This is an optimization exercise on Yosys and OpenROAD, whose aim is small area, not a production implementation.
RTL that was checked went through simulation tests only; none was proved equivalent to the original.
No functional check of the RTL was part of run 7.
The flow treats the clock pin as an ideal source, which a real chip does not have.
No activity file was given, so power comes from the tool's default toggle rates.

## design/flow/flow/run.sh

```bash
#!/bin/bash
# Standard ORFS layout with two changes: port buffers are buf_1 cells, and the clock
# tree is built without dummy loads from clkbuf_16 cells in large clusters.
set -euo pipefail
export BUFFER_PORTS_ARGS="-buffer_cell sky130_fd_sc_hd__buf_1"
export CTS_ARGS="-sink_clustering_enable -repair_clock_nets -dont_use_dummy_load -sink_clustering_size 100 -sink_clustering_max_diameter 500 -buf_list sky130_fd_sc_hd__clkbuf_16"
bash standard.sh > standard.log 2>&1
```

## design/flow/standard.sh

```bash
#!/bin/bash
# synth_recipe.tcl (not shown) runs the flow's synth.tcl, then flattens the netlist and writes it again
# the make line also repeats each setting of config.mk as NAME=value (left out here)
make -C /OpenROAD-flow-scripts/flow DESIGN_CONFIG=/design/flow/config.mk WORK_HOME=/design/flow/orfs CLKGATE_MAP_FILE= SYNTH_SCRIPT=/design/flow/synth_recipe.tcl "${@:-finish}"
```

## design/flow/config.mk

```make
export PLATFORM = sky130hd
export DESIGN_NAME = DE2_115
export DESIGN_NICKNAME = DE2_115
export VERILOG_FILES = /design/flow/design.v
export SDC_FILE = /design/flow/constraint.sdc
export NUM_CORES = 4
export LEC_CHECK = 0
export CAP_MARGIN = 20
export CORE_MARGIN = 2
export CORE_UTILIZATION = 40
export SLEW_MARGIN = 20
```

## design/flow/constraint.sdc

```tcl
create_clock -name core_clock -period 8.0 [get_ports {CLOCK_50}]
set_input_delay 1.6000 -clock core_clock [delete_from_list [all_inputs] [get_ports {CLOCK_50}]]
set_output_delay 1.6000 -clock core_clock [all_outputs]
set_load 0.01 [all_outputs]
```

## design/flow/design.v

```verilog
module SevenHexDecoder(
	input [7:0] i_hex,
	input i_mode,
	output logic [6:0] o_seven_ten,
	output logic [6:0] o_seven_one
);
	function automatic logic [6:0] seg(input logic [3:0] d);
		case (d)
			4'h0: seg = 7'b1000000;
			4'h1: seg = 7'b1111001;
			4'h2: seg = 7'b0100100;
			4'h3: seg = 7'b0110000;
			4'h4: seg = 7'b0011001;
			4'h5: seg = 7'b0010010;
			4'h6: seg = 7'b0000010;
			4'h7: seg = 7'b1011000;
			4'h8: seg = 7'b0000000;
			4'h9: seg = 7'b0010000;
			4'ha: seg = 7'b0001000;
			4'hb: seg = 7'b0000011;
			4'hc: seg = 7'b1000110;
			4'hd: seg = 7'b0100001;
			4'he: seg = 7'b0000110;
			4'hf: seg = 7'b0001110;
		endcase
	endfunction
	logic ge10;
	logic [3:0] one, ten;
	assign ge10 = i_hex[3] & (i_hex[2] | i_hex[1]);
	assign one = (ge10 & ~i_mode) ? i_hex[3:0] - 4'd10 : i_hex[3:0];
	assign ten = i_mode ? i_hex[7:4] : {3'b000, ge10};
	assign o_seven_one = seg(one);
	assign o_seven_ten = seg(ten);
endmodule
module Debounce(
	input i_in,
	input i_clk,
	input i_rst,
	output o_debounced,
	output o_neg,
	output o_pos
);
	logic deb_r, neg_r;
	logic [2:0] cnt_r;
	logic flip;
	assign flip = (cnt_r == 3'd0);
	assign o_debounced = deb_r;
	assign o_neg = neg_r;
	assign o_pos = 1'b0;
	always_ff @(posedge i_clk or negedge i_rst) begin
		if (!i_rst) begin
			deb_r <= 1'b0;
			cnt_r <= 3'd0;
			neg_r <= 1'b0;
		end else begin
			deb_r <= deb_r ^ flip;
			cnt_r <= (i_in != deb_r) ? cnt_r - 3'd1 : 3'd7;
			neg_r <= deb_r & flip;
		end
	end
endmodule
module Top(
	input i_clk,
	input i_rst,
	input i_start_0,
	input i_start_1,
	output logic [7:0] o_random_out,
	output logic o_mode
);
	localparam logic [9:0] LO_LAST = 10'b1010110010;  
	localparam logic [5:0] IDX_LAST = 6'b010011;      
	logic run;
	logic [30:0] lfsr;
	logic [9:0] lo;
	logic [5:0] hi, idx;
	logic start, lo_wrap, hit;
	assign start = i_start_0 | i_start_1;
	assign lo_wrap = (lo == LO_LAST);
	assign hit = (lo == 10'd0) && (hi == idx);
	always_ff @(posedge i_clk or negedge i_rst) begin
		if (!i_rst) begin
			run <= 1'b0;
			lfsr <= 31'd1;
			o_random_out <= 8'd0;
			o_mode <= 1'b0;
		end else begin
			lfsr <= {lfsr[28] ^ lfsr[0], lfsr[30:1]};
			if (start) begin
				o_mode <= ~i_start_0;
				run <= 1'b1;
			end else if (run && hit) begin
				if (o_mode) o_random_out <= lfsr[30:23];
				else o_random_out <= {4'b0000, lfsr[30:27]};
				if (idx == IDX_LAST) run <= 1'b0;
			end
		end
	end
	always_ff @(posedge i_clk) begin
		if (start || hit || lo_wrap) lo <= 10'd0;
		else lo <= {lo[8:0], ~(lo[9] ^ lo[6])};
		if (start || hit) hi <= 6'd0;
		else if (lo_wrap) hi <= {hi[4:0], ~(hi[5] ^ hi[4])};
		if (start) idx <= 6'd0;
		else if (hit) idx <= {idx[4:0], ~(idx[5] ^ idx[4])};
	end
endmodule
module DE2_115(
	input CLOCK_50,
	input RST_N,
	input KEY0,
	input KEY2,
	output [6:0] HEX0,
	output [6:0] HEX1
);
	logic keydown_0, keydown_1;
	logic [7:0] random_value;
	logic mode;
	Debounce deb0(
		.i_in(KEY0),
		.i_rst(RST_N),
		.i_clk(CLOCK_50),
		.o_debounced(),
		.o_neg(keydown_0),
		.o_pos()
	);
	Debounce deb1(
		.i_in(KEY2),
		.i_rst(RST_N),
		.i_clk(CLOCK_50),
		.o_debounced(),
		.o_neg(keydown_1),
		.o_pos()
	);
	Top top0(
		.i_clk(CLOCK_50),
		.i_rst(RST_N),
		.i_start_0(keydown_0),
		.i_start_1(keydown_1),
		.o_random_out(random_value),
		.o_mode(mode)
	);
	SevenHexDecoder seven_dec0(
		.i_hex(random_value),
		.i_mode(mode),
		.o_seven_ten(HEX1),
		.o_seven_one(HEX0)
	);
endmodule
```

==> results of run 1 <==
## layout by cell type, fill, tap and decap left out, types with 4 or more instances in the layout
| cell type | Yosys | routed |
|---|---|---|
| xnor2_1 | 11 | 11 |
| a21o_1 | 6 | 6 |
| xor2_1 | 4 | 4 |
| ha_1 | 15 | 15 |
| nand4_1 | 4 | 4 |
| inv_1 | 12 | 12 |
| nor2_1 | 24 | 24 |
| o21ai_0 | 9 | 9 |
| mux2i_1 | 19 | 19 |
| mux2_2 | 5 | 5 |
| a21oi_1 | 5 | 5 |
| nor3_1 | 8 | 8 |
| o22ai_1 | 5 | 5 |
| clkbuf_16 | 0 | 9 |
| nand2_1 | 24 | 24 |
| and2_1 | 4 | 4 |
| and3_1 | 5 | 5 |
| dfrtp_1 | 50 | 50 |
| dfxtp_1 | 22 | 22 |
| buf_1 | 2 | 16 |
## how the worst min path moves through the flow
stage | startpoint | endpoint | slack [ns] | cells past startpoint
floorplan | top0.lfsr[11] | top0.lfsr[10] | 0.33 | 0
global placement | top0.lfsr[8] | top0.lfsr[7] | 0.34 | 0
detailed placement | top0.lfsr[11] | top0.lfsr[10] | 0.34 | 0
CTS | top0.lfsr[20] | top0.lfsr[19] | 0.35 | 0
global route | top0.lfsr[20] | top0.lfsr[19] | 0.35 | 0
finish | top0.lfsr[2] | top0.lfsr[1] | 0.35 | 0
## metrics by stage
step           area, sq um  hold WS (ns)  setup WS [ns]  instances
5_1_grt               3400         0.354           3.02        385
3_3_place_gp          3180         0.336           3.75        376
6_report              3400         0.347           3.35        385
3_5_place_dp          3180         0.336           3.67        376
4_1_cts               3400         0.349           3.33        385
2_1_floorplan         3040         0.331           3.90        270
## state kept, by name, indices dropped and copies added, names as in the netlist, 3 cells and up
register,cells
top0.o_random_out,8
top0.lfsr,31
deb0.cnt_r,3
top0.idx,6
top0.hi,6
top0.lo,10
deb1.cnt_r,3
## logic make-up after synthesis
family / Yosys count / share of synthesized area [%]
fa+ha+maj: 15 / 6.18
buf+inv: 23 / 3.34
mux: 26 / 9.11
simple gates: 83 / 12.9
compound gates: 35 / 7.54
xor+xnor: 15 / 4.33
flops: 73 / 56.6
## per-layer routing
metal  up-vias  wire, um
li1        941         -
met1       875      2460
met2        26      1990
met3         6       172
met4         0        64
met5         -         0
## final cells by class
class	instances	area [sq um]
Clock buffer	9	225
Tap cell	99	124
Timing Repair Buffer	18	72.6
Fill cell	705	3890
Sequential cell	73	1720
Inverter	12	45.0
Multi-Input combinational cell	174	1220
## power by group through the flow
stage,combinational [mW],clock (mW),sequential [mW]
after detailed placement,0.0820,0,0.452
after global placement,0.0803,0,0.451
after floorplan,0.0686,0,0.440
after global routing,0.0981,0.345,0.452
after CTS,0.0834,0.327,0.445
final,0.0808,0.317,0.445
==> key figures, run 1 <==
Worst setup path
  • Worst-path maximum fanout: 21
  • CP required: between 6 and 7 ns
  • Arr. time, crit path: 3.05 ns
  • Worst path depth: 8
  • FF-to-FF path depth: 5
  • Critical path's top delay family: compound AO/OA/AOI/OAI gates
  • Worst flop-to-flop path endpoint: top0.o_random_out[3]
  • Setup crit start kind: flip-flop
  • Slowest Stage Delay on Critical Path: approximately 0.76 ns
  • CP Class: reg2out
  • CP cell instances: nand2b_1, a21boi_0, inv_1, ha_1, nor2_1, a32o_1, a21oi_1, buf_1
  • Crit path launch: top0.o_mode
  • Reg-to-reg critical path startpoint: top0.hi[4]
  • FF-to-FF setup slack: 5.75 ns
  • Setup crit end kind: primary output
  • Critical Path Sink: HEX1[3]
  • Critical path buffers and inverters: 2
  • Slowest CP cell: dfrtp_1

Pwr
  • Static Leak: about 1.6 nW
  • Total Power: around 0.84 mW
  • Clock power share: 37.6%
  • VDD IR max: around 0.14 mV
  • PwrDens: between 200 and 250 mW/mm^2
  • Seq pwr share: 52.8%
  • Psw: ~0.2 mW
  • Internal: around 0.65 mW
  • Sw frac: around a quarter
  • Logic gate share of total power: 9.6%

Clock tree
  • Hold buffers post-CTS: 0
  • Root Buffer: clkbuf_16
  • Clock tree sinks: 73
  • H-tree levels: 3
  • Post_cts resized: 0
  • TritonCTS clock tree: done
  • CTS Buf Count: 9
  • Reg clk slew, reported paths: 0.05 ns
  • # Post-CTS Setup Buffers: 0
  • Skew-Pair Late Insertion Delay: about 0.32 ns
  • Clk buf depth: 2

Die
  • I/O Pins: 18
  • Total die area: 0.00830 sq mm
  • Area of the core: around 0.0073 sq mm
  • # rows: 31
  • Die Span Y: between 90 and 100 um
  • Die Wd: around 90 um
  • Initial core utilization: 41.6%

Drt
  • Drt pass-1 iters: 6
  • Iter 0 DRT Violations: 75
  • DR DRC count: 0
  • Wire per inst: 12.2 um
  • Vias: between 1500 and 2000
  • Routed Antenna Nets: 0
  • Vias/cell: approximately 4.8
  • DRT Wirelength: 4.69 mm

Logic synthesis
  • Count of cell types in the netlist: 38
  • Yosys Warn Count: 3
  • Synth top area share: 41.2%
  • Sequential area share after synthesis: a little under three fifths
  • Post-Syn Instances: 270
  • Synth Register Bits: 73
  • Avg Cell Area, Syn: between 10 and 15 sq um
  • Net Count, Synth: 289
  • Top cells by area, synth: dfrtp_1 41%, dfxtp_1 15%, mux2i_1 6.3%, ha_1 6.2%, xnor2_1 3.2%
  • Mapped Area: between 0.003 and 0.004 sq mm
  • Yosys top cell by area: dfrtp_1
  • Most numerous cell in the Yosys netlist: dfrtp_1
  • Synth top cells by count: 50 x dfrtp_1, 24 x nand2_1, 24 x nor2_1
  • Number of flops mapped to enable cells by yosys: 0
  • FFs w/ async S/R, synth: between 60% and 70%
  • Commonest register cell after synthesis: dfrtp_1

Timing
  • Final Hold Fails: 0
  • Crit share post-route: 58.2%
  • Unrepaired setup endpoints after global routing: no
  • TNS Setup: 0 ns
  • Min Tclk post-route: about 4.7 ns
  • Setup violators final: 0
  • Final Skew: 0.0152 ns
  • Fmax: 0.215 GHz
  • Worst slew margin: 35.2%
  • Slew Viols, Final: 0
  • Slew @ Worst Pin: ~0.96 ns

Layout
  • Final Net Count: 307
  • Final core occ: 46.7%
  • Area growth syn-to-layout: 12.0%
  • Share of cells above drive strength 1: just under 8%
  • ANT cells: 0

Status
  • Status: complete, no violations

Global routing
  • Met1 global-route usage: roughly 16%
  • First-pass GRT wire length: between 8 and 9 mm
  • GRT Residual Overflow: 0
  • Vias in the first global route: approximately 1700
  • Initial antenna violation count: 0
  • GR Layer Usage met3: under 10%
  • Grt met2 use: 18.0%
  • All-Layer GR Usage: between 10% and 20%
  • Global routing's busiest layer: met2
  • Largest net degree at the start of global routing: 52

Place
  • Post-DP HPWL: roughly 3.2 mm
  • Placer Congestion: 0.787
  • I/O Buffers: 17

Run
  • Max-cap viol count: 0

Hold path
  • Hold Crit Class: reg2reg
==> run 2: changes to the inputs <==
==> design/flow/flow/run.sh (replaced) <==
#!/bin/bash
# Own layout flow. It is the standard layout (standard.sh) with three changes:
#  1. after the standard synthesis, the combinational logic is mapped again with a stronger
#     ABC area script (flow/remap.tcl); every flip-flop instance is kept as it is;
#  2. port buffers are buf_1 cells;
#  3. the clock is buffered by flow/cts.tcl: the flip-flops are split into four groups by
#     position and each group gets one clock buffer, driven by the clock port.
# Each tool writes its full output to a log file of its own in this folder.
set -euo pipefail
R=orfs/results/sky130hd/DE2_115/base
export BUFFER_PORTS_ARGS="-buffer_cell sky130_fd_sc_hd__buf_1"

bash standard.sh synth > 1_standard_synth.log 2>&1
cp $R/1_2_yosys.v $R/1_2_yosys_standard.v
Y=$FLOW_HOME/../tools/install/yosys/bin/yosys; [ -x $Y ] || Y=yosys
$Y -c flow/remap.tcl > 1_remap_yosys.log 2>&1
rm -f $R/1_synth.odb
bash standard.sh place > 2_standard_place.log 2>&1
openroad -exit -no_init flow/cts.tcl > 3_cts_openroad.log 2>&1
cp $R/4_1_cts.odb $R/4_cts.odb
bash standard.sh > 4_standard_finish.log 2>&1
test -s out/final.def
==> design/flow/flow/cts.tcl (new file) <==
# Clock buffering in place of TritonCTS: the clock sinks are split into four groups by
# k-means on their positions and each group gets one buffer at its centre, driven
# straight from the clock port (which then feeds four cell pins).
set R orfs/results/sky130hd/DE2_115/base
set P $::env(FLOW_HOME)/platforms/sky130hd
read_liberty $P/lib/sky130_fd_sc_hd__tt_025C_1v80.lib
read_db $R/3_place.odb
read_sdc $R/3_place.sdc
source $P/setRC.tcl
set K 4
set cell sky130_fd_sc_hd__buf_12
set block [ord::get_db_block]
set sinks {}
foreach it [[$block findNet CLOCK_50] getITerms] {
  set inst [$it getInst]
  lassign [$inst getLocation] x y
  lappend sinks [list $x $y [$inst getName]/[[$it getMTerm] getName]]
}
set n [llength $sinks]
set cents {}
set sorted [lsort -real -index 0 $sinks]
for {set i 0} {$i < $K} {incr i} {
  set s [lindex $sorted [expr {int(($i + 0.5) * $n / $K)}]]
  lappend cents [list [lindex $s 0] [lindex $s 1]]
}
for {set iter 0} {$iter < 30} {incr iter} {
  set groups {}
  for {set i 0} {$i < $K} {incr i} { lappend groups {} }
  foreach s $sinks {
    set best 0; set bd 1e30
    for {set i 0} {$i < $K} {incr i} {
      lassign [lindex $cents $i] cx cy
      set d [expr {abs([lindex $s 0] - $cx) + abs([lindex $s 1] - $cy)}]
      if {$d < $bd} { set bd $d; set best $i }
    }
    lset groups $best [concat [lindex $groups $best] [list $s]]
  }
  set cents {}
  foreach g $groups {
    set sx 0; set sy 0
    foreach s $g { set sx [expr {$sx + [lindex $s 0]}]; set sy [expr {$sy + [lindex $s 1]}] }
    set m [llength $g]; if {$m == 0} { set m 1 }
    lappend cents [list [expr {$sx / $m}] [expr {$sy / $m}]]
  }
}
set dbu [$block getDbUnitsPerMicron]
set i 0
foreach g $groups c $cents {
  if {[llength $g] == 0} continue
  set pins {}
  foreach s $g { lappend pins [get_pins [lindex $s 2]] }
  puts "clock group $i: [llength $pins] sinks"
  insert_buffer -buffer_cell $cell -load_pins $pins \
    -location [list [expr {[lindex $c 0] / double($dbu)}] [expr {[lindex $c 1] / double($dbu)}]] \
    -buffer_name clkbuf_g$i -net_name clknet_g$i
  incr i
}
foreach inst [$block getInsts] {
  if {[string match clkbuf_g* [$inst getName]]} {
    foreach it [$inst getITerms] { if {[[$it getMTerm] getName] eq "X"} { [$it getNet] setSigType CLOCK } }
  }
}
detailed_placement
check_placement -verbose
set_propagated_clock [all_clocks]
estimate_parasitics -placement
report_clock_skew
report_worst_slack -max
report_worst_slack -min
write_db $R/4_1_cts.odb
exec cp $R/3_place.sdc $R/4_cts.sdc
==> design/flow/flow/remap.tcl (new file) <==
# Maps the combinational logic of the standard synthesis netlist again, for area.
# Flip-flops (and tie cells) are kept as the same instances; everything else is
# flattened into gates and mapped by ABC.
yosys -import
set R orfs/results/sky130hd/DE2_115/base
set lib /OpenROAD-flow-scripts/flow/platforms/sky130hd/lib/sky130_fd_sc_hd__tt_025C_1v80.lib
if {[info exists ::env(FLOW_HOME)]} { set lib $::env(FLOW_HOME)/platforms/sky130hd/lib/sky130_fd_sc_hd__tt_025C_1v80.lib }
set dont_use {}
foreach c {sky130_fd_sc_hd__probe_p_8 sky130_fd_sc_hd__probec_p_8 sky130_fd_sc_hd__lpflow_bleeder_1 sky130_fd_sc_hd__lpflow_clkbufkapwr_1 sky130_fd_sc_hd__lpflow_clkbufkapwr_16 sky130_fd_sc_hd__lpflow_clkbufkapwr_2 sky130_fd_sc_hd__lpflow_clkbufkapwr_4 sky130_fd_sc_hd__lpflow_clkbufkapwr_8 sky130_fd_sc_hd__lpflow_clkinvkapwr_1 sky130_fd_sc_hd__lpflow_clkinvkapwr_16 sky130_fd_sc_hd__lpflow_clkinvkapwr_2 sky130_fd_sc_hd__lpflow_clkinvkapwr_4 sky130_fd_sc_hd__lpflow_clkinvkapwr_8 sky130_fd_sc_hd__lpflow_decapkapwr_12 sky130_fd_sc_hd__lpflow_decapkapwr_3 sky130_fd_sc_hd__lpflow_decapkapwr_4 sky130_fd_sc_hd__lpflow_decapkapwr_6 sky130_fd_sc_hd__lpflow_decapkapwr_8 sky130_fd_sc_hd__lpflow_inputiso0n_1 sky130_fd_sc_hd__lpflow_inputiso0p_1 sky130_fd_sc_hd__lpflow_inputiso1n_1 sky130_fd_sc_hd__lpflow_inputiso1p_1 sky130_fd_sc_hd__lpflow_inputisolatch_1 sky130_fd_sc_hd__lpflow_isobufsrc_1 sky130_fd_sc_hd__lpflow_isobufsrc_16 sky130_fd_sc_hd__lpflow_isobufsrc_2 sky130_fd_sc_hd__lpflow_isobufsrc_4 sky130_fd_sc_hd__lpflow_isobufsrc_8 sky130_fd_sc_hd__lpflow_isobufsrckapwr_16 sky130_fd_sc_hd__lpflow_lsbuf_lh_hl_isowell_tap_1 sky130_fd_sc_hd__lpflow_lsbuf_lh_hl_isowell_tap_2 sky130_fd_sc_hd__lpflow_lsbuf_lh_hl_isowell_tap_4 sky130_fd_sc_hd__lpflow_lsbuf_lh_isowell_4 sky130_fd_sc_hd__lpflow_lsbuf_lh_isowell_tap_1 sky130_fd_sc_hd__lpflow_lsbuf_lh_isowell_tap_2 sky130_fd_sc_hd__lpflow_lsbuf_lh_isowell_tap_4} { lappend dont_use -dont_use $c }
read_liberty -ignore_miss_func $lib
read_verilog $R/1_2_yosys_standard.v
hierarchy -top DE2_115
setattr -mod -set keep_hierarchy 1 sky130_fd_sc_hd__df* sky130_fd_sc_hd__conb_1
flatten
opt_clean -purge
abc -liberty $lib {*}$dont_use -script "+strash;&get,-n;&deepsyn,-T,40;&put;dch,-f;amap;topo"
opt_clean -purge
hilomap -singleton -hicell sky130_fd_sc_hd__conb_1 HI -locell sky130_fd_sc_hd__conb_1 LO
splitnets
opt_clean -purge
select DE2_115
stat -liberty $lib
write_verilog -noattr -nohex -nodec -selected $R/1_2_yosys.v
==> key figures, run 2 <==
Status
  • Status: complete, no violations

Logic synthesis
  • Mapped Area: between 0.002 and 0.003 sq mm
  • Net Count, Synth: around 260
  • Post-Syn Instances: 257
  • Avg Cell Area, Syn: 10.2 sq um
  • Yosys Warn Count: 3

Worst setup path
  • FF-to-FF path depth: 9
  • Critical path buffers and inverters: 2
  • Arr. time, crit path: between 2 and 2.5 ns
  • Worst-path maximum fanout: 7
  • Worst flop-to-flop path endpoint: top0.o_random_out[3]
  • CP cell instances: o21ai_0, nor2_1, o211ai_1, nor2_1, clkinv_1, o221ai_1, nand2_1, a21oi_1, a21oi_1, nor3_1, buf_1
  • Setup crit end kind: primary output
  • Critical path's top delay family: compound AO/OA/AOI/OAI gates
  • Setup crit start kind: flip-flop
  • FF-to-FF setup slack: 5.00 ns
  • Slowest CP cell: dfrtp_1
  • Reg-to-reg critical path startpoint: top0.hi[2]
  • Slowest Stage Delay on Critical Path: around 0.46 ns
  • CP Class: reg2out
  • CP required: roughly 6.4 ns

Die
  • Initial core utilization: 41.2%
  • I/O Pins: 18
  • Die Span Y: around 85 um
  • Die Wd: about 85 um
  • # rows: 29
  • Area of the core: ~0.0063 sq mm
  • Total die area: about 0.0072 sq mm

Pwr
  • VDD IR max: approximately 0.14 mV
  • Static Leak: about 1.2 nW
  • Total Power: 0.715 mW
  • Sw frac: 24.2%
  • Logic gate share of total power: a little over an eighth
  • Seq pwr share: between 60% and 70%
  • Internal: 0.542 mW
  • Psw: roughly 0.17 mW
  • Clock power share: 23.3%
  • PwrDens: 250 mW/mm^2

Global routing
  • Grt met2 use: between 15 and 20%
  • GRT Residual Overflow: 0
  • Largest net degree at the start of global routing: between 50 and 60
  • First-pass GRT wire length: ~7.3 mm
  • Vias in the first global route: between 1500 and 2000
  • Initial antenna violation count: 0
  • Global routing's busiest layer: met1
  • All-Layer GR Usage: between 10% and 20%
  • Met1 global-route usage: roughly a fifth
  • GR Layer Usage met3: less than 1%

Drt
  • Wire per inst: approximately 12 um
  • Routed Antenna Nets: 0
  • Drt pass-1 iters: 4
  • Vias/cell: 5.02
  • Vias: around 1800
  • Iter 0 DRT Violations: around 100
  • DR DRC count: 0
  • DRT Wirelength: between 4 and 5 mm

Layout
  • Commonest non-fill, non-tap cell in the layout: dfrtp_1
  • Fill count: around 610
  • Max reg flops: 31
  • Most frequent cells in the layout: 50 x dfrtp_1, 43 x nor2_1, 41 x clkinv_1, 22 x dfxtp_1, 17 x o22ai_1
  • Final core occ: between 40 and 50%
  • ANT cells: 0
  • Final Net Count: around 290
  • Footprint of the multi-input gates: ~740 sq um
  • Regs by FF count: top0.lfsr (31), top0.lo (10), top0.o_random_out (8)
  • Post-route insts no fill: around 360
  • Register area: approximately 0.0017 sq mm
  • Area growth syn-to-layout: 9.53%
  • Share of cells above drive strength 1: 2.51%
  • Most flop-heavy register: top0.lfsr

Timing
  • TNS Setup: 0 ns
  • Crit share post-route: between 40% and 50%
  • Final Skew: about 0.016 ns
  • Setup violators final: 0
  • Fmax: about 0.27 GHz
  • Slew Viols, Final: 0
  • Slew @ Worst Pin: around 0.57 ns
  • Final Hold Fails: 0
  • Min Tclk post-route: approximately 3.7 ns
  • Worst slew margin: 61.0%
  • Unrepaired setup endpoints after global routing: no

Run
  • Max-cap viol count: 0

Place
  • Placer Congestion: between 0.9 and 1
  • Placed Instances: 352
  • I/O Buffers: 17
  • Post-DP HPWL: ~3 mm

Hold path
  • Worst Hold Path EP: top0.lfsr[4]
  • Hold path depth: 0
  • Hold Crit Class: reg2reg
  • Min-Delay Startpoint: top0.lfsr[5]

Clock tree
  • Skew-Pair Late Insertion Delay: 0.12 ns
  • Reg clk slew, reported paths: 0.07 ns
## run 2: power groups by stage
stage               Clock [mW]  Combinational (mW)  Sequential (mW)
finish                   0.167              0.0968            0.451
floorplan                    0              0.0774            0.450
global placement             0              0.0968            0.456
global route             0.185               0.112            0.458
detailed placement           0              0.0978            0.458
## run 2: worst max-delay path by stage
stage                     endpoint  depth (start not counted)  slack [ns]                  from
after floorplan            HEX0[2]                         10        4.62  top0.o_random_out[3]
after global placement     HEX0[2]                         11        4.57  top0.o_random_out[2]
after detailed placement   HEX0[2]                         11        4.53  top0.o_random_out[2]
after global routing       HEX0[2]                         11        4.04  top0.o_random_out[2]
final                      HEX0[2]                         11        4.33  top0.o_random_out[2]
## run 2: worst register-to-register path: cells and delay by family (launching register included)
family | cells | cell delay (ns)
AO/OA/AOI/OAI | 1 | 0.60
buffers and inverters | 1 | 0.12
AND/OR/NAND/NOR | 7 | 1.85
flip-flops | 1 | 0.32
## run 2: metal layers
metal  share of wire (%)  up-vias
met4                 1.4        0
met1                  53      819
met3                 3.9        4
met2                  42       46
met5                   0        -
li1                    -      919
## run 2: layout make-up
type                            count  area share (%)
Multi-Input combinational cell    143            25.9
Inverter                           41            5.38
Clock buffer                        4            2.80
Sequential cell                    73            60.0
Timing Repair Buffer               18            2.53
Tap cell                           77            3.37
## run 2: per-stage QoR
stage               setup WS, ns  area (sq um)  hold WS (ns)
finish                      4.33          2860         0.349
global route                4.04          2860         0.358
detailed placement          4.53          2780         0.335
global placement            4.57          2780         0.334
floorplan                   4.62          2610         0.331
==> run 3: changes to the inputs <==
==> design/flow/flow/run.sh (replaced) <==
#!/bin/bash
# Own layout flow. It is the standard layout (standard.sh) with three changes:
#  1. after the standard synthesis, the combinational logic is mapped again with a stronger
#     ABC area script (flow/remap.tcl, four seeds, smallest kept); every flip-flop instance
#     is kept as it is;
#  2. port buffers are buf_1 cells;
#  3. the clock is buffered by flow/cts.tcl: the flip-flops are split into four groups by
#     position and each group gets one clock buffer (buf_8, or buf_12 if the estimated
#     clock slew is high), driven by the clock port.
# Each tool writes its full output to a log file of its own in this folder.
set -euo pipefail
R=orfs/results/sky130hd/DE2_115/base
export BUFFER_PORTS_ARGS="-buffer_cell sky130_fd_sc_hd__buf_1"

bash standard.sh synth > 1_standard_synth.log 2>&1
cp $R/1_2_yosys.v $R/1_2_yosys_standard.v
Y=$FLOW_HOME/../tools/install/yosys/bin/yosys; [ -x $Y ] || Y=yosys
# four ABC runs with different seeds; the smallest netlist is kept
for s in 2 3 5 6; do
  REMAP_T=40 REMAP_SEED=$s REMAP_OUT=$R/1_2_yosys_remap$s.v $Y -c flow/remap.tcl > 1_remap_yosys_$s.log 2>&1 &
done
wait
best=$(for s in 2 3 5 6; do echo "$(awk '/Chip area/ {print $NF}' $R/1_2_yosys_remap$s.v.stat) $s"; done | sort -g | head -1 | cut -d' ' -f2)
echo "remap areas:"; for s in 2 3 5 6; do grep "Chip area" $R/1_2_yosys_remap$s.v.stat; done; echo "kept seed $best"
cp $R/1_2_yosys_remap$best.v $R/1_2_yosys.v
rm -f $R/1_synth.odb
bash standard.sh place > 2_standard_place.log 2>&1
openroad -exit -no_init flow/cts.tcl > 3_cts_openroad.log 2>&1
cp $R/4_1_cts.odb $R/4_cts.odb
bash standard.sh > 4_standard_finish.log 2>&1
test -s out/final.def
--- a/design/flow/flow/cts.tcl
+++ b/design/flow/flow/cts.tcl
@@ -8,7 +8,7 @@
 read_sdc $R/3_place.sdc
 source $P/setRC.tcl
 set K 4
-set cell sky130_fd_sc_hd__buf_12
+set cell sky130_fd_sc_hd__buf_8
 set block [ord::get_db_block]
 set sinks {}
 foreach it [[$block findNet CLOCK_50] getITerms] {
@@ -64,6 +64,22 @@
 check_placement -verbose
 set_propagated_clock [all_clocks]
 estimate_parasitics -placement
+# If a flip-flop clock pin's estimated slew is high, use stronger buffers.
+proc max_clk_slew {} {
+  set mx 0
+  foreach p [get_pins -hierarchical */CLK] { set s [get_property $p slew_max]; if {$s > $mx} { set mx $s } }
+  return $mx
+}
+set slew [max_clk_slew]
+puts "max clock pin slew with $cell: $slew"
+if {$slew > 0.115} {
+  foreach inst [$block getInsts] {
+    if {[string match clkbuf_g* [$inst getName]]} { replace_cell [$inst getName] sky130_fd_sc_hd__buf_12 }
+  }
+  detailed_placement
+  estimate_parasitics -placement
+  puts "max clock pin slew with buf_12: [max_clk_slew]"
+}
 report_clock_skew
 report_worst_slack -max
 report_worst_slack -min
--- a/design/flow/flow/remap.tcl
+++ b/design/flow/flow/remap.tcl
@@ -13,11 +13,11 @@
 setattr -mod -set keep_hierarchy 1 sky130_fd_sc_hd__df* sky130_fd_sc_hd__conb_1
 flatten
 opt_clean -purge
-abc -liberty $lib {*}$dont_use -script "+strash;&get,-n;&deepsyn,-T,40;&put;dch,-f;amap;topo"
+abc -liberty $lib {*}$dont_use -script "+strash;&get,-n;&deepsyn,-T,$::env(REMAP_T),-S,$::env(REMAP_SEED);&put;dch,-f;amap;topo"
 opt_clean -purge
 hilomap -singleton -hicell sky130_fd_sc_hd__conb_1 HI -locell sky130_fd_sc_hd__conb_1 LO
 splitnets
 opt_clean -purge
 select DE2_115
-stat -liberty $lib
-write_verilog -noattr -nohex -nodec -selected $R/1_2_yosys.v
+tee -o $::env(REMAP_OUT).stat stat -liberty $lib
+write_verilog -noattr -nohex -nodec -selected $::env(REMAP_OUT)
--- a/design/flow/config.mk
+++ b/design/flow/config.mk
@@ -7,5 +7,6 @@
 export LEC_CHECK = 0
 export CAP_MARGIN = 20
 export CORE_MARGIN = 2
-export CORE_UTILIZATION = 40
+export CORE_UTILIZATION = 65
+export PLACE_DENSITY = 0.8
 export SLEW_MARGIN = 20
==> key figures, run 3 <==
Timing
  • Min Tclk post-route: 3.78 ns
  • Fmax: about 0.26 GHz
  • Slew Viols, Final: 0
  • TNS Setup: 0 ns
  • Slew @ Worst Pin: around 0.8 ns
  • Final Hold Fails: 0
  • Final Skew: 0.0316 ns
  • Setup ws final: around 4.2 ns
  • Setup violators final: 0
  • Crit share post-route: approximately 47%
  • Worst slew margin: between 40% and 50%
  • Unrepaired setup endpoints after global routing: no

Drt
  • Routed Antenna Nets: 0
  • DR DRC count: 0
  • Drt pass-1 iters: 4
  • Iter 0 DRT Violations: around 140
  • DRT Wirelength: roughly 4.2 mm
  • Wire per inst: around 13 um
  • Vias/cell: between 5 and 6
  • Vias: 1800

Pwr
  • Logic gate share of total power: about 12%
  • Internal: ~0.50 mW
  • Psw: roughly 0.15 mW
  • Static Leak: approximately 1.2 nW
  • Total Power: around 0.65 mW
  • Sw frac: a little under a quarter
  • PwrDens: between 200 and 250 mW/mm^2
  • VDD IR max: just under 0.2 mV
  • Seq pwr share: 66.7%
  • Clock power share: between 20% and 30%

Worst setup path
  • FF-to-FF path depth: 7
  • FF-to-FF setup slack: 5.47 ns
  • CP required: about 6.4 ns
  • Setup crit end kind: primary output
  • Arr. time, crit path: ~2.2 ns
  • Crit path launch: top0.o_mode
  • Reg-to-reg critical path startpoint: top0.idx[2]
  • Worst-path maximum fanout: 11
  • Setup crit start kind: flip-flop
  • Worst flop-to-flop path endpoint: top0.o_random_out[0]
  • CP Class: reg2out
  • Slowest CP cell: dfrtp_1
  • Slowest Stage Delay on Critical Path: around 0.53 ns
  • CP cell instances: clkinv_1, nor2_1, nor2_1, nand2_1, o32a_1, o22ai_1, nand2_1, o21ai_0, o32ai_1, buf_1

Run
  • Max-cap viol count: 0

Layout
  • Area growth syn-to-layout: 7.42%
  • Footprint of the multi-input gates: slightly above 700 sq um
  • Commonest non-fill, non-tap cell in the layout: dfrtp_1
  • Share of cells above drive strength 1: ~2.6%
  • Max reg flops: 31
  • Final Net Count: approximately 280
  • Regs by FF count: top0.lfsr (31), top0.lo (10), top0.o_random_out (8)
  • ANT cells: 0
  • Register area: 0.00172 sq mm
  • Most frequent cells in the layout: 50 x dfrtp_1, 42 x clkinv_1, 29 x nor2_1, 22 x dfxtp_1, 21 x o22ai_1
  • Fill count: ~270
  • Most flop-heavy register: top0.lfsr

Logic synthesis
  • Post-Syn Instances: 250
  • Avg Cell Area, Syn: slightly above 10 sq um
  • Net Count, Synth: 254
  • Yosys Warn Count: 3
  • Mapped Area: around 0.0026 sq mm

Global routing
  • Largest net degree at the start of global routing: 52
  • Initial antenna violation count: 0
  • GRT Residual Overflow: 0
  • Vias in the first global route: 1665
  • First-pass GRT wire length: about 7.3 mm
  • All-Layer GR Usage: between 20% and 30%

Place
  • Placer Congestion: 0.830
  • Post-Place Worst Slack: between 4 and 5 ns
  • I/O Buffers: 17
  • Post-DP HPWL: slightly above 3 mm

Hold path
  • Hold Crit Class: reg2reg
  • Hold path depth: 0
  • Min-Delay Startpoint: top0.lfsr[10]
  • Worst Hold Path EP: top0.lfsr[9]

Die
  • Area of the core: ~0.0037 sq mm
  • # rows: 22
  • Die Span Y: a little under 70 um
  • Initial core utilization: 69.4%
  • Total die area: around 0.0045 sq mm
  • I/O Pins: 18
  • Die Wd: just under 70 um

Status
  • Status: complete, no violations

Clock tree
  • Reg clk slew, reported paths: around 0.10 ns
  • Skew-Pair Late Insertion Delay: 0.13 ns
==> run 3: cell count changes in the layout (fill, tap and decap cells not counted), moves of 4 or more <==
cell     change
nor3_1       -9
buf_12       -4
nor2_1      -14
o22ai_1      +4
buf_8        +4
nand2_1      +8
==> run 3: area by class of cell <==
type                       instances  area share [%]
clock buffer                       4            2.15
sequential                        73            61.6
multi-input combinational        135            25.9
inverter                          42            5.65
tap                               48            2.15
timing repair buffer              18            2.60
==> run 3: routing by layer <==
layer | wire [um] | up-vias | track usage (%)
met5 | 0 | - | 0
met1 | 2120 | 852 | 31.4
met2 | 1900 | 40 | 33.3
met4 | 37 | 0 | 1.53
met3 | 159 | 3 | 1.83
li1 | - | 905 | -
==> run 3: worst max-delay path by stage <==
| stage | endpoint | slack (ns) |
|---|---|---|
| final | HEX0[1] | 4.22 |
| after global placement | HEX0[1] | 4.52 |
| after detailed placement | HEX0[1] | 4.39 |
| after floorplan | HEX0[5] | 4.56 |
| after global routing | HEX0[1] | 4.01 |
==> run 3: per-stage QoR <==
stage               util (%)  hold slack [ns]  std cells  cell area (sq um)
finish                  74.5            0.333        320               2790
global route            74.5            0.339        320               2790
detailed placement      72.9            0.336        316               2730
global placement        72.9            0.333        316               2730
floorplan                  -            0.331        250               2600
==> run 3: power groups by stage <==
stage / sequential, mW / combinational (mW) / clock [mW]
after floorplan: 0.437 / 0.0617 / 0
after global placement: 0.442 / 0.0767 / 0
after detailed placement: 0.443 / 0.0810 / 0
after global routing: 0.442 / 0.0930 / 0.154
final: 0.437 / 0.0804 / 0.137
==> run 3: critical path, delay by kind of cell (launching register included) <==
family,cells,cell delay (ns)
AOI/OAI and AO/OA,4,0.60
DFF,1,0.53
and+or+nand+nor,4,0.48
buffers and inverters,2,0.44
==> run 4: changes to the inputs <==
--- a/design/flow/config.mk
+++ b/design/flow/config.mk
@@ -7,6 +7,5 @@
 export LEC_CHECK = 0
 export CAP_MARGIN = 20
 export CORE_MARGIN = 2
-export CORE_UTILIZATION = 65
-export PLACE_DENSITY = 0.8
+export CORE_UTILIZATION = 40
 export SLEW_MARGIN = 20
==> key figures, run 4 <==
Status
  • Status: complete, no violations

Die
  • Die Wd: between 80 and 90 um
  • I/O Pins: 18
  • Total die area: between 0.007 and 0.008 sq mm
  • Initial core utilization: just over 40%
  • Area of the core: about 0.0063 sq mm
  • # rows: 29
  • Die Span Y: roughly 85 um

Timing
  • Slew @ Worst Pin: a little over 0.8 ns
  • Fmax: approximately 0.27 GHz
  • Slew Viols, Final: 0
  • Unrepaired setup endpoints after global routing: no
  • TNS Setup: 0 ns
  • Final Hold Fails: 0
  • Final Skew: approximately 0.016 ns
  • Crit share post-route: 46.6%
  • Worst slew margin: between 40 and 50%
  • Min Tclk post-route: 3.73 ns
  • Setup violators final: 0

Global routing
  • Met1 global-route usage: 17.5%
  • Largest net degree at the start of global routing: 52
  • Grt met2 use: 21.0%
  • Global routing's busiest layer: met2
  • First-pass GRT wire length: between 7 and 8 mm
  • GR Layer Usage met3: less than 1%
  • Initial antenna violation count: 0
  • All-Layer GR Usage: about an eighth
  • GRT Residual Overflow: 0
  • Vias in the first global route: roughly 1700

Layout
  • Share of cells above drive strength 1: approximately 2.6%
  • Regs by FF count: top0.lfsr (31), top0.lo (10), top0.o_random_out (8)
  • Most flop-heavy register: top0.lfsr
  • Area growth syn-to-layout: 8.82%
  • Post-route insts no fill: 349
  • Design area: 0.00283 sq mm
  • Final Net Count: roughly 280
  • Max reg flops: 31
  • Commonest non-fill, non-tap cell in the layout: dfrtp_1
  • Most frequent cells in the layout: 50 x dfrtp_1, 42 x clkinv_1, 29 x nor2_1, 22 x dfxtp_1, 21 x o22ai_1
  • ANT cells: 0

Place
  • Placer Congestion: approximately 0.93
  • I/O Buffers: 17
  • Placed cell area: 0.00277 sq mm
  • Placed Instances: around 350
  • Post-DP HPWL: 3.04 mm

Clock tree
  • Skew-Pair Late Insertion Delay: between 0.1 and 0.15 ns
  • Reg clk slew, reported paths: roughly 0.1 ns

Logic synthesis
  • Yosys Warn Count: 3
  • Mapped Area: about 0.0026 sq mm
  • Avg Cell Area, Syn: 10.4 sq um
  • Post-Syn Instances: between 200 and 300
  • Net Count, Synth: 254

Pwr
  • VDD IR max: around 0.19 mV
  • Static Leak: 1.18 nW
  • Total Power: 0.654 mW
  • PwrDens: 231 mW/mm^2

Hold path
  • Hold Crit Class: reg2reg

Drt
  • Vias/cell: roughly 5.0
  • Iter 0 DRT Violations: between 100 and 150
  • DR DRC count: 0
  • Vias: approximately 1800
  • Drt pass-1 iters: 4
  • Routed Antenna Nets: 0
  • DRT Wirelength: around 4.2 mm
  • Wire per inst: approximately 12 um

Worst setup path
  • Arr. time, crit path: 2.13 ns
  • Setup crit end kind: primary output
  • CP cell instances: clkinv_1, nor2_1, nor2_1, nand2_1, o32a_1, o22ai_1, nand2_1, o21ai_0, o32ai_1, buf_1
  • Worst-path maximum fanout: 11
  • CP required: between 6 and 7 ns
  • Setup crit start kind: flip-flop
  • Slowest CP cell: dfrtp_1
  • Critical path's top delay family: compound AO/OA/AOI/OAI gates
  • Critical path buffers and inverters: 2
  • CP Class: reg2out
  • Slowest Stage Delay on Critical Path: 0.53 ns

Run
  • Max-cap viol count: 0
[run 4: through the flow]
step | setup slack, ns | util, % | hold slack [ns]
2_1_floorplan | 4.56 | - | 0.331
6_report | 4.27 | 44.8 | 0.354
3_5_place_dp | 4.41 | 43.8 | 0.335
3_3_place_gp | 4.49 | 43.8 | 0.334
5_1_grt | 3.92 | 44.8 | 0.364
[run 4: final timing paths]
check / startpoint / endpoint / slack (ns) / depth (start not counted)
worst max register to register: top0.hi[5] / top0.o_random_out[4] / 5.43 / 9
worst min register to register: top0.lfsr[20] / top0.lfsr[19] / 0.35 / 0
min in group asynchronous: RST_N / top0.lfsr[5] / 1.55 / 2
max in group asynchronous: RST_N / deb1.deb_r / 6.02 / 2
worst max-delay path: top0.o_mode / HEX0[1] / 4.27 / 10
worst min-delay path: top0.lfsr[20] / top0.lfsr[19] / 0.35 / 0
[run 4: routing by layer]
metal | part of all wire, % | wire [um]
met4 | 1.3 | 53
met3 | 2.5 | 106
met2 | 46 | 1930
met5 | 0 | 0
met1 | 50 | 2100
[run 4: cell type report]
| cell class | count | area, sq um |
|---|---|---|
| Clock buffer | 4 | 60.1 |
| Fill cell | 614 | 3490 |
| Inverter | 42 | 158 |
| Multi-Input combinational cell | 135 | 722 |
| Sequential cell | 73 | 1720 |
| Tap cell | 77 | 96.3 |
| Timing Repair Buffer | 18 | 72.6 |
[run 4: where the power goes]
group	total (mW)	switching, mW	internal (mW)	leakage, nW
sequential	0.437	0.0254	0.411	0.864
combinational	0.0780	0.0460	0.0320	0.290
clock	0.139	0.0820	0.0571	0.0297
==> run 5: changes to the inputs <==
==> design/flow/flow/run.sh (replaced) <==
#!/bin/bash
# Own layout flow. It is the standard layout (standard.sh) with three changes:
#  1. after the standard synthesis, the combinational logic is mapped again with a stronger
#     ABC area script (flow/remap.tcl, eight seeds, smallest kept); every flip-flop instance
#     is kept as it is;
#  2. port buffers are buf_1 cells;
#  3. the clock is buffered by flow/cts.tcl: the flip-flops are split into four groups by
#     position and each group gets one clock buffer (buf_8, or buf_12 if the estimated
#     clock slew is high), driven by the clock port.
# Each tool writes its full output to a log file of its own in this folder.
set -euo pipefail
R=orfs/results/sky130hd/DE2_115/base
export BUFFER_PORTS_ARGS="-buffer_cell sky130_fd_sc_hd__buf_1"

bash standard.sh synth > 1_standard_synth.log 2>&1
cp $R/1_2_yosys.v $R/1_2_yosys_standard.v
Y=$FLOW_HOME/../tools/install/yosys/bin/yosys; [ -x $Y ] || Y=yosys
# eight ABC runs with different seeds, four at a time; the smallest netlist is kept
SEEDS="1 2 3 4 5 6 7 8"
for s in $SEEDS; do
  REMAP_T=30 REMAP_SEED=$s REMAP_OUT=$R/1_2_yosys_remap$s.v $Y -c flow/remap.tcl > 1_remap_yosys_$s.log 2>&1 &
  if [ $s -eq 4 ]; then wait; fi
done
wait
best=$(for s in $SEEDS; do echo "$(awk '/Chip area/ {print $NF}' $R/1_2_yosys_remap$s.v.stat) $s"; done | sort -g | head -1 | cut -d' ' -f2)
echo "remap areas:"; for s in $SEEDS; do grep "Chip area" $R/1_2_yosys_remap$s.v.stat; done; echo "kept seed $best"
cp $R/1_2_yosys_remap$best.v $R/1_2_yosys.v
rm -f $R/1_synth.odb
bash standard.sh place > 2_standard_place.log 2>&1
openroad -exit -no_init flow/cts.tcl > 3_cts_openroad.log 2>&1
cp $R/4_1_cts.odb $R/4_cts.odb
bash standard.sh > 4_standard_finish.log 2>&1
test -s out/final.def
--- a/design/flow/flow/remap.tcl
+++ b/design/flow/flow/remap.tcl
@@ -13,7 +13,31 @@
 setattr -mod -set keep_hierarchy 1 sky130_fd_sc_hd__df* sky130_fd_sc_hd__conb_1
 flatten
 opt_clean -purge
-abc -liberty $lib {*}$dont_use -script "+strash;&get,-n;&deepsyn,-T,$::env(REMAP_T),-S,$::env(REMAP_SEED);&put;dch,-f;amap;topo"
+design -save base
+# deepsyn (seeded, time limited) makes a small AIG; it is saved and then mapped with a few
+# scripts, and the smallest mapping is kept.
+set aig $::env(REMAP_OUT).aig.blif
+abc -liberty $lib {*}$dont_use -script "+strash;&get,-n;&deepsyn,-T,$::env(REMAP_T),-S,$::env(REMAP_SEED);&put;write_blif,$aig;dch,-f;amap;topo"
+proc chip_area {f} {
+  set fd [open $f]; set a 1e9
+  while {[gets $fd line] >= 0} { if {[regexp {Chip area[^:]*:\s*([0-9.]+)} $line -> v]} { set a $v } }
+  close $fd; return $a
+}
+tee -q -o $::env(REMAP_OUT).try stat -liberty $lib
+set best [chip_area $::env(REMAP_OUT).try]
+design -save best
+puts "mapping 0: $best"
+set i 0
+foreach m {"amap" "dch,-f,-p;amap" "dc2;dch,-f;amap" "dc2;amap" "&get,-n;&dch,-f;&put;amap" "dc2;dch,-f,-p;amap"} {
+  incr i
+  design -load base
+  abc -liberty $lib {*}$dont_use -script "+read_blif,$aig;strash;$m;topo"
+  tee -q -o $::env(REMAP_OUT).try stat -liberty $lib
+  set a [chip_area $::env(REMAP_OUT).try]
+  puts "mapping $i ($m): $a"
+  if {$a < $best} { set best $a; design -save best }
+}
+design -load best
 opt_clean -purge
 hilomap -singleton -hicell sky130_fd_sc_hd__conb_1 HI -locell sky130_fd_sc_hd__conb_1 LO
 splitnets
==> key figures, run 5 <==
Worst setup path
  • Worst-path maximum fanout: 12
  • Arr. time, crit path: 2.06 ns
  • CP Class: reg2out
  • Setup crit start kind: flip-flop
  • CP required: about 6.4 ns
  • Reg-to-reg critical path startpoint: top0.idx[3]
  • Setup crit end kind: primary output
  • Crit path launch: top0.o_mode

Global routing
  • Largest net degree at the start of global routing: 52
  • GRT Residual Overflow: 0
  • First-pass GRT wire length: between 7 and 8 mm
  • Initial antenna violation count: 0
  • All-Layer GR Usage: between 10% and 20%
  • Vias in the first global route: between 1500 and 2000

Layout
  • Area growth syn-to-layout: 8.89%
  • Max reg flops: 31
  • Post-route insts no fill: approximately 350
  • Regs by FF count: top0.lfsr (31), top0.lo (10), top0.o_random_out (8)
  • Final Net Count: approximately 280
  • ANT cells: 0
  • Share of cells above drive strength 1: roughly 2.6%
  • Footprint of the multi-input gates: 718 sq um
  • Register area: about 0.0017 sq mm
  • Most frequent cells in the layout: 50 x dfrtp_1, 37 x clkinv_1, 31 x nor2_1, 22 x o22ai_1, 22 x dfxtp_1
  • Commonest non-fill, non-tap cell in the layout: dfrtp_1
  • Most flop-heavy register: top0.lfsr
  • Fill count: between 600 and 700

Pwr
  • Internal: between 0.5 and 0.6 mW
  • Static Leak: around 1.2 nW
  • Sw frac: 24.3%
  • Psw: roughly 0.16 mW
  • Logic gate share of total power: around an eighth
  • PwrDens: about 240 mW/mm^2
  • Clock power share: about a fifth
  • VDD IR max: between 0.2 and 0.25 mV
  • Seq pwr share: 67.0%

Timing
  • Fmax: 0.273 GHz
  • Setup violators final: 0
  • Final Skew: ~0.020 ns
  • Crit share post-route: a little under half
  • Final Hold Fails: 0
  • Worst slew margin: 45.6%
  • Min Tclk post-route: 3.66 ns
  • Slew @ Worst Pin: roughly 0.8 ns
  • TNS Setup: 0 ns
  • Slew Viols, Final: 0
  • Unrepaired setup endpoints after global routing: no

Drt
  • Wire per inst: roughly 12 um
  • DR DRC count: 0
  • Drt pass-1 iters: 4
  • Vias: about 1800
  • Vias/cell: 5.16
  • Routed Antenna Nets: 0
  • Iter 0 DRT Violations: 80
  • DRT Wirelength: ~4.2 mm

Place
  • Placer Congestion: about 0.87
  • Post-DP HPWL: between 2 and 3 mm
  • I/O Buffers: 17
  • Placed Instances: approximately 340

Clock tree
  • Skew-Pair Late Insertion Delay: 0.13 ns
  • Reg clk slew, reported paths: roughly 0.080 ns

Logic synthesis
  • Yosys Warn Count: 3
  • Avg Cell Area, Syn: around 10 sq um
  • Mapped Area: around 0.0026 sq mm
  • Net Count, Synth: around 250
  • Post-Syn Instances: 247

Die
  • I/O Pins: 18
  • Initial core utilization: 41.0%
  • Total die area: 0.00710 sq mm
  • Area of the core: between 0.006 and 0.007 sq mm
  • Die Span Y: roughly 84 um
  • # rows: 29
  • Die Wd: 84.2 um

Hold path
  • Hold Crit Class: reg2reg
  • Min-Delay Startpoint: top0.lfsr[12]

Run
  • Max-cap viol count: 0

Status
  • Status: complete, no violations
run 5: power by group through the flow:
stage | Combinational (mW) | Clock, mW | Sequential, mW
2_1_floorplan | 0.0642 | 0 | 0.445
3_3_place_gp | 0.0801 | 0 | 0.452
3_5_place_dp | 0.0822 | 0 | 0.453
5_1_grt | 0.0958 | 0.159 | 0.451
6_report | 0.0811 | 0.139 | 0.446
run 5: critical path, cell delays in order, from the launching register on:
cell and delay [ns]:
dfrtp_1 0.58, clkinv_1 0.28, nor2_1 0.38, nor2_1 0.10
a31oi_1 0.21, a21oi_1 0.09, a31o_1 0.18, buf_1 0.12
run 5: worst paths after layout:
| path | slack, ns | cells after the start | end |
|---|---|---|---|
| max | 4.34 | 7 | HEX0[3] |
| min | 0.35 | 0 | top0.lfsr[11] |
| max reg2reg | 5.42 | 8 | top0.o_random_out[0] |
| min reg2reg | 0.35 | 0 | top0.lfsr[11] |
| max in group asynchronous | 6.02 | 2 | top0.o_mode |
| min in group asynchronous | 1.56 | 2 | top0.o_random_out[2] |
run 5: layout make-up:
class / count / area share [%]
Sequential cell: 73 / 61.3
Multi-Input combinational cell: 137 / 25.6
Inverter: 37 / 4.95
Tap cell: 77 / 3.44
Timing Repair Buffer: 18 / 2.59
Clock buffer: 4 / 2.14
run 5: per-layer routing:
metal  wire (um)  part of all wire, %  global-route usage, %  vias up
met1        2180                   52                   17.7      841
met5           0                    0                      0        -
met2        1840                   44                   19.5       30
li1            -                    -                      -      912
met3         166                  3.9                   1.28        2
met4          31                 0.73                   1.03        0
run 5: per-stage QoR:
| stage | hold WS (ns) | instance area (sq um) | total power, mW | setup WS (ns) | utilization (%) |
|---|---|---|---|---|---|
| after floorplan | 0.331 | 2570 | 0.509 | 4.89 | - |
| after detailed placement | 0.335 | 2740 | 0.535 | 4.53 | 43.7 |
| after global routing | 0.363 | 2800 | 0.706 | 4.12 | 44.7 |
| final | 0.351 | 2800 | 0.667 | 4.34 | 44.7 |
| after global placement | 0.336 | 2740 | 0.532 | 4.65 | 43.7 |
==> run 6: changes to the inputs <==
--- a/design/flow/flow/run.sh
+++ b/design/flow/flow/run.sh
@@ -1,7 +1,7 @@
 #!/bin/bash
 # Own layout flow. It is the standard layout (standard.sh) with three changes:
 #  1. after the standard synthesis, the combinational logic is mapped again with a stronger
-#     ABC area script (flow/remap.tcl, eight seeds, smallest kept); every flip-flop instance
+#     ABC area script (flow/remap.tcl, sixteen seeds, smallest kept); every flip-flop instance
 #     is kept as it is;
 #  2. port buffers are buf_1 cells;
 #  3. the clock is buffered by flow/cts.tcl: the flip-flops are split into four groups by
@@ -15,11 +15,11 @@
 bash standard.sh synth > 1_standard_synth.log 2>&1
 cp $R/1_2_yosys.v $R/1_2_yosys_standard.v
 Y=$FLOW_HOME/../tools/install/yosys/bin/yosys; [ -x $Y ] || Y=yosys
-# eight ABC runs with different seeds, four at a time; the smallest netlist is kept
-SEEDS="1 2 3 4 5 6 7 8"
+# sixteen ABC runs with different seeds, four at a time; the smallest netlist is kept
+SEEDS="1 2 3 4 5 6 7 8 9 10 11 12 13 14 15 16"
 for s in $SEEDS; do
   REMAP_T=30 REMAP_SEED=$s REMAP_OUT=$R/1_2_yosys_remap$s.v $Y -c flow/remap.tcl > 1_remap_yosys_$s.log 2>&1 &
-  if [ $s -eq 4 ]; then wait; fi
+  if [ $((s % 4)) -eq 0 ]; then wait; fi
 done
 wait
 best=$(for s in $SEEDS; do echo "$(awk '/Chip area/ {print $NF}' $R/1_2_yosys_remap$s.v.stat) $s"; done | sort -g | head -1 | cut -d' ' -f2)
==> key figures, run 6 <==
Status
  • Status: complete, no violations

Timing
  • Fmax: 0.257 GHz
  • TNS Setup: 0 ns
  • Crit share post-route: around half
  • Final Skew: approximately 0.014 ns
  • Setup violators final: 0
  • Final Hold Fails: 0
  • Min Tclk post-route: between 3 and 4 ns
  • Unrepaired setup endpoints after global routing: no
  • Slew @ Worst Pin: roughly 0.70 ns
  • Slew Viols, Final: 0
  • Worst slew margin: between 50% and 60%
  • Setup ws final: around 4 ns

Layout
  • Most frequent cells in the layout: 50 x dfrtp_1, 33 x clkinv_1, 29 x nor2_1, 25 x o22ai_1, 22 x dfxtp_1
  • ANT cells: 0
  • Share of cells above drive strength 1: 2.67%
  • Regs by FF count: top0.lfsr (31), top0.lo (10), top0.o_random_out (8)
  • Fill count: approximately 600
  • Commonest non-fill, non-tap cell in the layout: dfrtp_1
  • Most flop-heavy register: top0.lfsr
  • Final Net Count: about 270
  • Final core occ: between 40% and 50%
  • Post-route insts no fill: 339
  • Max reg flops: 31
  • Area growth syn-to-layout: 8.95%
  • Design area: between 0.002 and 0.003 sq mm

Worst setup path
  • CP cell instances: nand2_1, o21ai_0, clkinv_1, o32ai_1, and3_1, nor3_1, clkinv_1, o21ai_0, a31oi_1, nor2_1, buf_1
  • Slowest Stage Delay on Critical Path: about 0.64 ns
  • FF-to-FF setup slack: roughly 5 ns
  • CP Class: reg2out
  • Worst-path maximum fanout: 16
  • Setup crit end kind: primary output
  • FF-to-FF path depth: 9
  • Slowest CP cell: dfrtp_1
  • Worst flop-to-flop path endpoint: top0.o_random_out[5]
  • CP required: roughly 6.4 ns
  • Setup crit start kind: flip-flop
  • Reg-to-reg critical path startpoint: top0.hi[5]
  • Arr. time, crit path: about 2.3 ns

Die
  • Die Wd: roughly 84 um
  • I/O Pins: 18
  • Die Span Y: 84.0 um
  • Initial core utilization: between 40% and 50%
  • Area of the core: between 0.006 and 0.007 sq mm
  • # rows: 29
  • Total die area: 0.00705 sq mm

Place
  • I/O Buffers: 17
  • Placer Congestion: 0.918
  • Post-Place Worst Slack: 4.29 ns
  • Placed Instances: about 340
  • Placed cell area: 0.00273 sq mm
  • Post-DP HPWL: about 2.9 mm

Drt
  • Vias: 1712
  • Drt pass-1 iters: 4
  • Iter 0 DRT Violations: 49
  • Wire per inst: approximately 12 um
  • DRT Wirelength: 4.09 mm
  • DR DRC count: 0
  • Routed Antenna Nets: 0
  • Vias/cell: around 5

Logic synthesis
  • Net Count, Synth: roughly 240
  • Avg Cell Area, Syn: ~11 sq um
  • Post-Syn Instances: between 200 and 250
  • Mapped Area: ~0.0026 sq mm
  • Yosys Warn Count: 3

Global routing
  • GR Layer Usage met3: between 1 and 1.5%
  • Grt met2 use: ~18%
  • All-Layer GR Usage: 11.8%
  • Met1 global-route usage: approximately a fifth
  • Initial antenna violation count: 0
  • Largest net degree at the start of global routing: between 50 and 60
  • GRT Residual Overflow: 0
  • Vias in the first global route: approximately 1500
  • Global routing's busiest layer: met1
  • First-pass GRT wire length: between 7 and 8 mm

Hold path
  • Worst Hold Path EP: top0.lfsr[16]
  • Min-Delay Startpoint: top0.lfsr[17]
  • Hold Crit Class: reg2reg
  • Hold path depth: 0

Pwr
  • Sw frac: 22.9%
  • Logic gate share of total power: between 10 and 15%
  • Static Leak: between 1 and 1.5 nW
  • Psw: approximately 0.15 mW
  • Seq pwr share: about 68%
  • Clock power share: around 22%
  • VDD IR max: about 0.18 mV
  • PwrDens: around 230 mW/mm^2
  • Internal: 0.495 mW

Run
  • Max-cap viol count: 0

Clock tree
  • Skew-Pair Late Insertion Delay: approximately 0.12 ns
  • Reg clk slew, reported paths: roughly 0.090 ns
## run 6: worst max-delay path, delay by kind of cell (launching register included)
family / cells / cell delay (ns)
AOI/OAI and AO/OA: 4 / 0.74
buffers and inverters: 3 / 0.31
DFF: 1 / 0.64
and+or+nand+nor: 4 / 0.49
## run 6: cell type report
cell class / count / area [sq um] / area share [%]
flip-flops and latches: 73 / 1720 / 61.7
multi-input cells: 134 / 716 / 25.7
inverters: 33 / 124 / 4.45
well taps: 77 / 96.3 / 3.46
repair buffers: 18 / 72.6 / 2.60
clock buffers: 4 / 60.1 / 2.16
## run 6: worst max path at each step
stage | from | end | slack [ns] | cells past startpoint
2_1_floorplan | top0.o_mode | HEX1[5] | 4.38 | 10
3_3_place_gp | top0.o_mode | HEX1[5] | 4.39 | 11
3_5_place_dp | top0.o_mode | HEX1[5] | 4.29 | 11
5_1_grt | top0.o_mode | HEX1[5] | 3.75 | 11
6_report | top0.o_mode | HEX1[5] | 4.10 | 11
## run 6: metrics by stage
stage          power (mW)  hold slack [ns]
2_1_floorplan       0.490            0.331
3_3_place_gp        0.510            0.332
3_5_place_dp        0.512            0.335
5_1_grt             0.681            0.361
6_report            0.642            0.338
## run 6: power groups by stage
| stage | sequential [mW] | combinational (mW) | clock, mW |
|---|---|---|---|
| after floorplan | 0.435 | 0.0543 | 0 |
| after global placement | 0.440 | 0.0691 | 0 |
| after detailed placement | 0.441 | 0.0711 | 0 |
| after global routing | 0.439 | 0.0830 | 0.159 |
| final | 0.433 | 0.0701 | 0.139 |
## run 6: routing by layer
layer  wire (um)  up-vias
met5           0        -
met4          37        0
met3         128        4
met2        1750       19
met1        2180      807
li1            -      882
==> run 7: changes to the inputs <==
--- a/design/flow/design.v
+++ b/design/flow/design.v
@@ -42,19 +42,21 @@
 );
 	logic deb_r, neg_r;
 	logic [2:0] cnt_r;
-	logic flip;
-	assign flip = (cnt_r == 3'd0);
+	logic flip, diff, fb;
+	assign flip = (cnt_r == 3'b000);
+	assign diff = i_in ^ deb_r;
+	assign fb = ~(cnt_r[2] ^ (cnt_r[1] & ~cnt_r[0]));
 	assign o_debounced = deb_r;
 	assign o_neg = neg_r;
 	assign o_pos = 1'b0;
 	always_ff @(posedge i_clk or negedge i_rst) begin
 		if (!i_rst) begin
 			deb_r <= 1'b0;
-			cnt_r <= 3'd0;
+			cnt_r <= 3'b000;
 			neg_r <= 1'b0;
 		end else begin
 			deb_r <= deb_r ^ flip;
-			cnt_r <= (i_in != deb_r) ? cnt_r - 3'd1 : 3'd7;
+			cnt_r <= diff ? {cnt_r[1:0], fb} : 3'b001;
 			neg_r <= deb_r & flip;
 		end
 	end
==> key figures, run 7 <==
Layout
  • Max reg flops: 31
  • Regs by FF count: top0.lfsr (31), top0.lo (10), top0.o_random_out (8)
  • Commonest non-fill, non-tap cell in the layout: dfrtp_1
  • Most flop-heavy register: top0.lfsr
  • Share of cells above drive strength 1: 2.60%
  • Fill count: 607
  • Most frequent cells in the layout: 50 x dfrtp_1, 44 x clkinv_1, 38 x nor2_1, 24 x o22ai_1, 22 x dfxtp_1
  • Area growth syn-to-layout: 8.86%
  • ANT cells: 0
  • Final Net Count: around 280

Die
  • Die Wd: 84.4 um
  • Area of the core: 0.00631 sq mm
  • Total die area: slightly above 0.007 sq mm
  • Initial core utilization: ~41%
  • # rows: 29
  • Die Span Y: roughly 84 um
  • I/O Pins: 18

Hold path
  • Hold Crit Class: reg2reg

Logic synthesis
  • Mapped Area: approximately 0.0026 sq mm
  • Avg Cell Area, Syn: approximately 10 sq um
  • Net Count, Synth: between 200 and 300
  • Post-Syn Instances: between 200 and 250
  • Yosys Warn Count: 3

Timing
  • Crit share post-route: 49.7%
  • Slew Viols, Final: 0
  • Worst slew margin: 59.8%
  • Min Tclk post-route: a little under 4 ns
  • Setup violators final: 0
  • Unrepaired setup endpoints after global routing: no
  • TNS Setup: 0 ns
  • Final Skew: 0.0119 ns
  • Setup ws final: a little over 4 ns
  • Fmax: around 0.25 GHz
  • Slew @ Worst Pin: between 0.6 and 0.7 ns
  • Final Hold Fails: 0

Worst setup path
  • FF-to-FF setup slack: between 5 and 6 ns
  • CP required: 6.40 ns
  • Setup crit start kind: flip-flop
  • Crit path launch: top0.o_random_out[3]
  • Setup crit end kind: primary output
  • Arr. time, crit path: between 2 and 2.5 ns
  • FF-to-FF path depth: 9
  • Critical Path Sink: HEX0[3]
  • Reg-to-reg critical path startpoint: top0.idx[3]
  • CP Class: reg2out
  • Worst flop-to-flop path endpoint: top0.o_random_out[1]
  • Worst-path maximum fanout: 5

Run
  • Max-cap viol count: 0

Drt
  • Vias/cell: 5.10
  • Iter 0 DRT Violations: 91
  • DRT Wirelength: 4.22 mm
  • Routed Antenna Nets: 0
  • Wire per inst: 12.2 um
  • Vias: around 1800
  • DR DRC count: 0
  • Drt pass-1 iters: 4

Place
  • Post-Place Worst Slack: approximately 4.3 ns
  • Post-DP HPWL: between 3 and 4 mm
  • I/O Buffers: 17
  • Placer Congestion: 0.881

Clock tree
  • Reg clk slew, reported paths: about 0.10 ns
  • Skew-Pair Late Insertion Delay: about 0.13 ns

Global routing
  • GRT Residual Overflow: 0
  • First-pass GRT wire length: around 7.7 mm
  • Initial antenna violation count: 0
  • Largest net degree at the start of global routing: 52
  • Vias in the first global route: between 1500 and 2000
  • All-Layer GR Usage: between 10% and 20%

Pwr
  • Static Leak: 1.18 nW
  • PwrDens: roughly 340 mW/mm^2
  • Total Power: 0.959 mW
  • VDD IR max: 0.238 mV

Status
  • Status: complete, no violations
[run 7: critical path: stages (launching register included)]
cell and delay, ns:
dfrtp_1 0.42, clkinv_1 0.15, a22oi_1 0.24, o21ai_0 0.17, a21oi_1 0.21, o21ai_0 0.18
clkinv_1 0.10, a21oi_1 0.05, o21bai_1 0.17, nor2_1 0.07, a221o_1 0.35, buf_1 0.13
[run 7: metrics by stage]
step | cells | utilization [%] | area [sq um] | hold WS [ns]
after floorplan | 247 | - | 2580 | 0.331
after global placement | 342 | 43.6 | 2750 | 0.334
after detailed placement | 342 | 43.6 | 2750 | 0.335
after global routing | 346 | 44.6 | 2810 | 0.368
final | 346 | 44.6 | 2810 | 0.356
[run 7: layout make-up]
type / instances / area, sq um / area share [%]
flip-flops and latches: 73 / 1720 / 61.1
clock buffers: 4 / 60.1 / 2.14
well taps: 77 / 96.3 / 3.43
repair buffers: 18 / 72.6 / 2.58
multi-input cells: 130 / 701 / 24.9
inverters: 44 / 165 / 5.87
[run 7: worst min path at each step]
stage | from | to | slack [ns] | depth (start not counted)
after floorplan | top0.lfsr[11] | top0.lfsr[10] | 0.33 | 0
after global placement | top0.lfsr[22] | top0.lfsr[21] | 0.33 | 0
after detailed placement | top0.lfsr[18] | top0.lfsr[17] | 0.33 | 0
after global routing | top0.lfsr[5] | top0.lfsr[4] | 0.37 | 0
final | top0.lfsr[15] | top0.lfsr[14] | 0.36 | 0
[run 7: routing by layer]
layer	share of wire (%)	global-route usage (%)
met5	0	0
met4	1.4	1.30
met3	4.6	1.38
met2	43	19.8
met1	52	19.4
[run 7: where the power goes]
group | internal, mW | switching, mW | leakage, nW | total, mW
sequential | 0.454 | 0.0532 | 0.864 | 0.507
combinational | 0.118 | 0.194 | 0.286 | 0.311
clock | 0.0573 | 0.0833 | 0.0297 | 0.141
total | 0.629 | 0.330 | 1.18 | 0.959

[separate check: timing with driven ports]
No port has a modelled driver above. Below, the same layouts with a new extraction and two added sets of constraints. Step 1, drivers: a clkbuf_16 drives CLOCK_50 and a buf_2 each remaining input, both assumed. Step 2, shift: input delay + t, output delay - t, t = (earliest + latest rising clock arrival at the registers) / 2. This alone moves slack from input paths to output paths. Three values: no drivers, after step 1, after step 2; two values: the first two.
run	t, ns	setup slack, ns	slew at the worst register clock pin (ns)
run 1	0.346	3.347 / 3.315 / 3.660	0.06 / 0.06
run 2	0.189	4.335 / 4.259 / 4.448	0.08 / 0.08
run 3	0.183	4.222 / 4.156 / 4.339	0.10 / 0.10
run 4	0.186	4.269 / 4.202 / 4.388	0.10 / 0.10
run 5	0.187	4.343 / 4.278 / 4.465	0.11 / 0.10
run 6	0.187	4.105 / 4.035 / 4.222	0.09 / 0.09
run 7	0.191	4.025 / 3.955 / 4.146	0.10 / 0.10
After both steps setup and hold are still met in every run listed.
